This is an optimization exercise on Yosys and OpenROAD, whose aim is small area, a short achievable clock period and few clock cycles, not a production implementation. The RTL of this run was laid out without a check of its function.

==> design.v <==
module ysyx_22051086_MULTIPLIER(
    input  [63:0] acc,
    input  [63:0] mcand,
    input  [3:0]  mplier,
    input         mprev,
    output [63:0] acc_next
);
wire b0 = mprev, b1 = mplier[0], b2 = mplier[1], b3 = mplier[2], b4 = mplier[3];
wire one0 = b1 ^ b0;
wire two0 = (b2 & ~b1 & ~b0) | (~b2 & b1 & b0);
wire neg0 = b2;
wire one1 = b3 ^ b2;
wire two1 = (b4 & ~b3 & ~b2) | (~b4 & b3 & b2);
wire neg1 = b4;
wire [63:0] sel0 = ({64{one0}} & mcand) | ({64{two0}} & {mcand[62:0], 1'b0});
wire [61:0] sel1 = ({62{one1}} & mcand[61:0]) | ({62{two1}} & {mcand[60:0], 1'b0});
wire [63:0] y = sel0 ^ {64{neg0}};
wire [63:0] z = {sel1 ^ {62{neg1}}, neg1, neg1};
wire [63:0] s = acc ^ y ^ z;
wire [63:0] c = {(acc[62:0] & y[62:0]) | (acc[62:0] & z[62:0]) | (y[62:0] & z[62:0]), neg0};
assign acc_next = s + c + {63'b0, neg1};
endmodule
module ysyx_22051086_LZC64(
    input  [63:0] x,
    output [5:0]  lz,
    output        nz
);
wire [15:0] v0;
wire [31:0] z0;
genvar i;
generate
for (i = 0; i < 16; i = i + 1) begin : g0
    wire [3:0] q = x[4*i+3:4*i];
    assign v0[i] = |q;
    assign z0[2*i+1:2*i] = q[3] ? 2'd0 : q[2] ? 2'd1 : q[1] ? 2'd2 : 2'd3;
end
endgenerate
wire [7:0] v1;
wire [23:0] z1;
generate
for (i = 0; i < 8; i = i + 1) begin : g1
    assign v1[i] = v0[2*i+1] | v0[2*i];
    assign z1[3*i+2:3*i] = v0[2*i+1] ? {1'b0, z0[4*i+3:4*i+2]} : {1'b1, z0[4*i+1:4*i]};
end
endgenerate
wire [3:0] v2;
wire [15:0] z2;
generate
for (i = 0; i < 4; i = i + 1) begin : g2
    assign v2[i] = v1[2*i+1] | v1[2*i];
    assign z2[4*i+3:4*i] = v1[2*i+1] ? {1'b0, z1[6*i+5:6*i+3]} : {1'b1, z1[6*i+2:6*i]};
end
endgenerate
wire [1:0] v3;
wire [9:0] z3;
generate
for (i = 0; i < 2; i = i + 1) begin : g3
    assign v3[i] = v2[2*i+1] | v2[2*i];
    assign z3[5*i+4:5*i] = v2[2*i+1] ? {1'b0, z2[8*i+7:8*i+4]} : {1'b1, z2[8*i+3:8*i]};
end
endgenerate
assign nz = v3[1] | v3[0];
assign lz = v3[1] ? {1'b0, z3[9:5]} : {1'b1, z3[4:0]};
endmodule
module ysyx_22051086_DIVIDER(
    input  [63:0] rem,
    input  [63:0] dsor,
    output [63:0] rem_next,
    output        q1,
    output        q2
);
wire [65:0] t1 = {2'b0, rem} - {1'b0, dsor, 1'b0};
assign q1 = ~t1[65];
wire [63:0] r1 = q1 ? t1[63:0] : rem;
wire [64:0] t2 = {1'b0, r1} - {1'b0, dsor};
assign q2 = ~t2[64];
assign rem_next = q2 ? t2[63:0] : r1;
endmodule
module ysyx_22051086_ALU (
    input         ex_valid,
    input         clk,
    input         rst,
    input  [4:0]  aluop,
    input  [63:0] alu_src1,
    input  [63:0] alu_src2,
    output [63:0] alu_res,
    output        alu_busy
);
localparam S_IDLE  = 3'd0;
localparam S_MUL   = 3'd1;
localparam S_ALIGN = 3'd2;
localparam S_DIV   = 3'd3;
localparam S_FIX   = 3'd4;
localparam S_DONE  = 3'd5;
reg [2:0]  state;
reg [63:0] res;      
reg [63:0] opa;      
reg [63:0] opb;      
reg [4:0]  cnt;
reg        mprev;
reg        neg_q, neg_r, is_rem;
wire [63:0] a = alu_src1;
wire [63:0] b = alu_src2;
wire op_add  = aluop == 5'b00001;
wire op_sub  = aluop == 5'b10001;
wire op_and  = aluop == 5'b00010;
wire op_or   = aluop == 5'b00011;
wire op_xor  = aluop == 5'b00100;
wire op_sll  = aluop == 5'b00101;
wire op_sra  = aluop == 5'b00110;
wire op_srl  = aluop == 5'b00111;
wire op_slt  = aluop == 5'b01011;
wire op_sltu = aluop == 5'b01100;
wire op_sllw = aluop == 5'b01110;
wire op_sraw = aluop == 5'b01111;
wire op_srlw = aluop == 5'b10000;
wire op_mul  = aluop == 5'b01101;
wire op_mulw = aluop == 5'b01000;
wire op_divu = aluop == 5'b10010;
wire op_remu = aluop == 5'b10101;
wire op_div  = aluop == 5'b10110;
wire op_divuw= aluop == 5'b10011;
wire op_remuw= aluop == 5'b10100;
wire op_divw = aluop == 5'b01001;
wire op_remw = aluop == 5'b01010;
wire is_mul  = op_mul | op_mulw;
wire is_dw   = op_divuw | op_remuw | op_divw | op_remw;
wire is_dv   = op_divu | op_remu | op_div | is_dw;
wire d_sgn   = op_div | op_divw | op_remw;
wire d_rem   = op_remu | op_remuw | op_remw;
wire        subtract = op_sub | op_slt | op_sltu;
wire [64:0] sum = {1'b0, a} + {1'b0, b ^ {64{subtract}}} + {64'b0, subtract};
wire        lt_u = ~sum[64];
wire        lt_s = (a[63] & ~b[63]) | (~(a[63] ^ b[63]) & sum[63]);
wire        in_align = state == S_ALIGN;
wire        sh_left  = in_align | op_sll | op_sllw;
wire [63:0] sh_x     = in_align ? opb
                     : (op_srlw | op_sraw) ? {{32{op_sraw & a[31]}}, a[31:0]} : a;
wire        sh_fill  = ~in_align & (op_sra | op_sraw) & sh_x[63];
wire [5:0]  lz_r, lz_d;
wire        nz_r, nz_d;
wire [6:0]  sdiff    = {1'b0, lz_d} - {1'b0, lz_r};
wire [5:0]  sh_amt   = in_align ? {sdiff[5:1], 1'b0} : b[5:0];
reg  [63:0] sh_xr, sh_out;
integer k;
always @(*) begin
    for (k = 0; k < 64; k = k + 1) sh_xr[k] = sh_left ? sh_x[63-k] : sh_x[k];
end
wire [127:0] sh_wide = {{64{sh_fill}}, sh_xr} >> sh_amt;
always @(*) begin
    for (k = 0; k < 64; k = k + 1) sh_out[k] = sh_left ? sh_wide[63-k] : sh_wide[k];
end
wire [63:0] alu_val = (op_add | op_sub) ? sum[63:0]
                    : op_and ? (a & b)
                    : op_or  ? (a | b)
                    : op_xor ? (a ^ b)
                    : op_slt ? {63'b0, lt_s}
                    : op_sltu ? {63'b0, lt_u}
                    : sh_out;
wire [63:0] mul_next;
ysyx_22051086_MULTIPLIER u_mul(.acc(res), .mcand(opa), .mplier(opb[3:0]), .mprev(mprev),
                               .acc_next(mul_next));
wire mul_last = (&opb[63:3]) | ~(|opb[63:3]);
wire        sa = op_divw | op_remw ? a[31] : a[63];
wire        sb = op_divw | op_remw ? b[31] : b[63];
wire [63:0] ax = is_dw ? {{32{a[31]}}, a[31:0]} : a;
wire [63:0] bx = is_dw ? {{32{b[31]}}, b[31:0]} : b;
wire [63:0] am = (d_sgn & sa) ? -ax : ax;
wire [63:0] bm = (d_sgn & sb) ? -bx : bx;
wire [63:0] a_mag = is_dw ? {32'b0, am[31:0]} : am;
wire [63:0] b_mag = is_dw ? {32'b0, bm[31:0]} : bm;
ysyx_22051086_LZC64 u_lzr(.x(opa), .lz(lz_r), .nz(nz_r));
ysyx_22051086_LZC64 u_lzd(.x(opb), .lz(lz_d), .nz(nz_d));
wire [63:0] rem_next;
wire        q1, q2;
ysyx_22051086_DIVIDER u_div(.rem(opa), .dsor(opb), .rem_next(rem_next), .q1(q1), .q2(q2));
wire [63:0] fix_x = is_rem ? opa : res;
wire        fix_n = is_rem ? neg_r : neg_q;
wire [63:0] fix_v = fix_n ? -fix_x : fix_x;
always @(posedge clk) begin
    if (rst) begin
        state <= S_IDLE;
    end else begin
        case (state)
        S_IDLE: if (ex_valid) state <= is_mul ? S_MUL : is_dv ? S_ALIGN : S_DONE;
        S_MUL:  if (mul_last) state <= S_DONE;
        S_ALIGN: state <= (~nz_d | sdiff[6]) ? S_FIX : S_DIV;
        S_DIV:  if (cnt == 5'd0) state <= S_FIX;
        S_FIX:  state <= S_DONE;
        default: state <= S_IDLE;
        endcase
    end
end
always @(posedge clk) begin
    case (state)
    S_IDLE: begin
        res    <= is_mul ? 64'b0 : alu_val;
        opa    <= is_mul ? a : a_mag;
        opb    <= op_mulw ? {{32{b[31]}}, b[31:0]} : is_mul ? b : b_mag;
        mprev  <= 1'b0;
        neg_q  <= d_sgn & (sa ^ sb);
        neg_r  <= d_sgn & sa;
        is_rem <= d_rem;
    end
    S_MUL: begin
        res   <= mul_next;
        opa   <= {opa[59:0], 4'b0};
        opb   <= {{4{opb[63]}}, opb[63:4]};
        mprev <= opb[3];
    end
    S_ALIGN: begin
        res <= {64{~nz_d}};
        opb <= sh_out;
        cnt <= sdiff[5:1];
    end
    S_DIV: begin
        res <= {res[61:0], q1, q2};
        opa <= rem_next;
        opb <= {2'b0, opb[63:2]};
        cnt <= cnt - 5'd1;
    end
    S_FIX: begin
        res <= fix_v;
    end
    default: ;
    endcase
end
assign alu_res  = res;
assign alu_busy = state != S_DONE;
endmodule
==> run.sh <==
#!/bin/bash
# synth_recipe.tcl (not shown) runs the flow's synth.tcl, then flattens the netlist and writes it again
# the make line also repeats each setting of config.mk as NAME=value (left out here)
make -C /OpenROAD-flow-scripts/flow DESIGN_CONFIG=/design/flow/config.mk WORK_HOME=/design/flow/orfs CLKGATE_MAP_FILE= SYNTH_SCRIPT=/design/flow/synth_recipe.tcl finish
==> config.mk <==
export PLATFORM = sky130hd
export DESIGN_NAME = ysyx_22051086_ALU
export DESIGN_NICKNAME = ysyx_22051086_ALU
export VERILOG_FILES = /design/flow/design.v
export SDC_FILE = /design/flow/constraint.sdc
export NUM_CORES = 4
export LEC_CHECK = 0
export CAP_MARGIN = 20
export CORE_MARGIN = 2
export CORE_UTILIZATION = 40
export SETUP_SLACK_MARGIN = 0.3
export SLEW_MARGIN = 20
==> constraint.sdc <==
create_clock -name core_clock -period 10.0 [get_ports {clk}]
set_input_delay 2.0000 -clock core_clock [delete_from_list [all_inputs] [get_ports {clk}]]
set_output_delay 2.0000 -clock core_clock [all_outputs]
set_load 0.01 [all_outputs]
==> notes.md <==
==> Yosys cell counts, types with 43 or more instances <==
| cell | count |
|---|---|
| a21oi_1 | 777 |
| nor2_1 | 580 |
| nand2_1 | 561 |
| o21ai_0 | 508 |
| xnor2_1 | 423 |
| ha_1 | 393 |
| clkbuf_1 | 381 |
| inv_1 | 288 |
| mux2i_1 | 253 |
| edfxtp_1 | 201 |
| a21o_1 | 200 |
| a221oi_1 | 135 |
| xor2_1 | 129 |
| a211oi_1 | 128 |
| nor3_1 | 126 |
| o211ai_1 | 100 |
| a31oi_1 | 97 |
| nor2b_1 | 97 |
| nand3_1 | 96 |
| mux2_2 | 85 |
| buf_2 | 82 |
| o31ai_1 | 79 |
| nand4_1 | 75 |
| fa_1 | 68 |
| o22ai_1 | 62 |
| a22oi_1 | 54 |
| o221ai_1 | 54 |
| nand2b_1 | 50 |
| o21bai_1 | 50 |
| nor4_1 | 47 |
| o21a_1 | 44 |
| and3_1 | 43 |
==> registers in the layout, summed over array words and instances, names as in the netlist, 3 cells and up <==
signal,count
opb,64
state,3
opa,64
res,64
cnt,5
==> metal layers <==
metal  share of wire, %  GRT usage (%)
met1                 36           63.4
met2                 38           72.0
met3                 15           22.4
met4                 11           43.1
met5              0.044              0
==> layout make-up <==
cell class                      count  area share, %
Antenna cell                       31          0.139
Clock buffer                       31           1.36
Clock inverter                     25          0.594
Inverter                          294           2.00
Multi-Input combinational cell   5850           73.7
Sequential cell                   204           11.0
Tap cell                         1637           3.68
Timing Repair Buffer              492           7.57
==> worst max-delay path: stages, from the launching register on <==
cell and delay (ns):
edfxtp_1 0.59, inv_1 0.23, ha_1 0.44, nand4_1 0.21, nor4_1 0.62, nand4_1 0.16, o211a_1 0.25, a31oi_1 0.43
o311a_1 0.28, o311ai_1 0.13, o2bb2ai_1 0.25, o22ai_4 0.63, mux2_2 0.43, ha_1 0.33, or4_1 0.51, o211ai_1 0.12
nor2_1 0.11, a31oi_1 0.44, o21ba_2 0.30, o31a_1 0.24, o21ai_1 0.15, a21oi_1 0.50, o21a_2 0.84, buf_4 0.34
nor2_1 0.08, a21oi_1 0.13, a21o_1 0.14, o21ai_0 0.08
==> layout by cell type, fill, tap and decap left out, types with 33 or more instances in the layout <==
cell               n
a21oi_1          773
nor2_1           570
nand2_1          558
o21ai_0          505
xnor2_1          423
ha_1             392
buf_4            287
inv_1            286
mux2i_1          248
edfxtp_1         201
a21o_1           200
clkdlybuf4s50_1  196
a221oi_1         135
xor2_1           129
a211oi_1         128
nor3_1           123
o211ai_1         100
a31oi_1           97
nand3_1           96
nor2b_1           96
mux2_2            85
o31ai_1           78
nand4_1           75
fa_1              68
o22ai_1           61
o221ai_1          54
a22oi_1           53
nand2b_1          50
o21bai_1          50
nor4_1            44
and3_1            43
o21a_1            43
o21ai_1           40
a221o_1           33
==> logic make-up after synthesis <==
kind of cell               count (synthesis)  synth area share (%)
DFF                                      204                  12.1
muxes                                    351                  7.41
adders and majority gates                461                  12.5
and+or+nand+nor                         1844                  17.3
AOI/OAI and AO/OA                       2641                  34.2
xor gates and xnor gates                 553                  9.67
buffers and inverters                    828                  6.69
==> through the flow <==
step | cells | cell area, sq um | worst slack [ns] | hold slack [ns]
2_1_floorplan | 6882 | 50200 | 2.87 | 0.589
3_3_place_gp | 8474 | 54400 | 1.04 | 0.627
3_5_place_dp | 8474 | 54400 | 0.981 | 0.628
4_1_cts | 8530 | 55500 | 1.01 | 0.644
5_1_grt | 8538 | 55600 | 0.393 | 0.668
6_report | 8564 | 55600 | 0.693 | 0.650
==> final timing paths <==
kind,start,depth (start not counted),slack [ns],end
setup / recovery,opb[27],27,0.69,opa[44]
hold / removal,cnt[0],1,0.65,cnt[0]
setup reg to reg,opb[27],27,0.69,opa[44]
hold reg to reg,cnt[0],1,0.65,cnt[0]
==> reports/results.tsv <==
stage	metric	value	unit
outcome	outcome	complete, no violations	
timing	post-layout min period	9.31	ns
clock_tree	CTS root buffer	clkbuf_16	
clock_tree	H-tree lvl count	1	
route	vias per cell	7.23	
timing	Fin Clk Skew	0.0543	ns
final_layout	Filler Cells Inserted	12900	
timing	Sum Neg Setup Slack	0	ns
setup_path	crit path DAT	9.70	ns
yosys	FF+latch count, synth	204	
clock_tree	Clock Latency Late Sink	0.69	ns
global_routing	vias in the first global route	55000	
clock_tree	Sink Count	204	
global_routing	Total GRT Usage	52.6	%
clock_tree	clk buf depth	3	
route	drt total wl	352000	um
route	Via Count	61900	
route	initial detailed-routing violation count	11400	
die	chip width	358	um
yosys	Mapped Nets	7479	
final_layout	layout cell share with drive strength beyond 1	8.58	%
timing	post-route clock period utilization	93.1	%
placement	GPL Wtd Cong	1.18	
final_layout	register area	0.00610	sq mm
yosys	post-synthesis sequential area ratio	12.1	%
final_layout	multi-input logic area	0.0410	sq mm
die	Die Area	0.128	sq mm
yosys	Post-Synthesis Cells	6882	
placement	post-DP HPWL	281000	um
setup_path	crit end category	flip-flop	
setup_path	Setup Crit Path Kind	reg2reg	
worst_hold_path	Tightest Hold Check Type	reg2reg	
timing	Setup violations, final	0	
yosys	EDFF count, synth	201	
global_routing	largest net degree at the start of global routing	86	
run	Max Cap Viol	0	
final_layout	Area Overhead vs Synth	10.8	%
clock_tree	Post-CTS Hold Fix Bufs	0	
route	Post-DRT Antenna Nets	0	
yosys	cell taking the most area after synthesis	edfxtp_1	
global_routing	initial antenna violation count	45	
setup_path	maximum fanout along the worst path	33	
clock_tree	CTS tree	done	
yosys	Yosys warning total	1	
clock_tree	Post-CTS Setup Bufs	0	
yosys	ys async rst share	0	%
clock_tree	Inserted Clock Buffers	30	
placement	I/O Buffers	200	
die	initial core utilization	40.4	%
final_layout	post-layout util	44.8	%
timing	Least-Margin Pin Slew	1.36	ns
setup_path	startpoint types	flip-flop	
die	Die H	358	um
die	FP Rows	129	
timing	Max Clock Freq	107	MHz
timing	count of pins over their slew limit	0	
global_routing	grt ovf	0	
route	routed length per instance	41.1	um
clock_tree	Resized Gates After CTS	0	
yosys	Yosys top cell area share	12.0	%
yosys	synth unique cells	129	
route	1st-pass router iterations	9	
global_routing	first-pass GRT wire length	468000	um
timing	RSZ-0062 raised after global routing	no	
die	Ports	201	
yosys	Synth Flop Type	edfxtp_1	
final_layout	Nets	7469	
route	Post-route DRC	0	
clock_tree	Clk pin slew, worst setup/hold paths	0.07	ns
yosys	Synth Area per Inst	7.29	sq um
timing	Hold Vio Cnt, Final	0	
yosys	Mapped Area	0.0502	sq mm
timing	Rel. slew slack	8.98	%
yosys	synth top area cells	edfxtp_1 (12%), ha_1 (9.8%), a21oi_1 (7.8%)	
setup_path	Crit path required time	10.40	ns
die	core area	0.124	sq mm

[separate check: timing with driven ports]
The results above use ideal ports. As a check the final layout listed here was re-extracted and re-timed, cells and wires unchanged.
Step 1 (the two cells are an assumption about what drives the block):
set clk [get_ports {clk}]
set_driving_cell -lib_cell sky130_fd_sc_hd__clkbuf_16 $clk
set_driving_cell -lib_cell sky130_fd_sc_hd__buf_2 [delete_from_list [all_inputs] $clk]
Step 2, shift: input delay + t, output delay - t, t = (earliest + latest rising clock arrival at the registers) / 2. This alone moves slack from input paths to output paths.
Three values: ideal, step 1, step 2; two values: the first two.
t, ns: 0.732
slack for setup (ns): 0.693 / 0.693 / 0.443
worst hold slack (ns): 0.650 / 0.650 / 0.650
After both steps this run still meets setup and hold. The setup slack of this run moves by 0.000 ns with the drivers and by -0.250 ns with both steps.
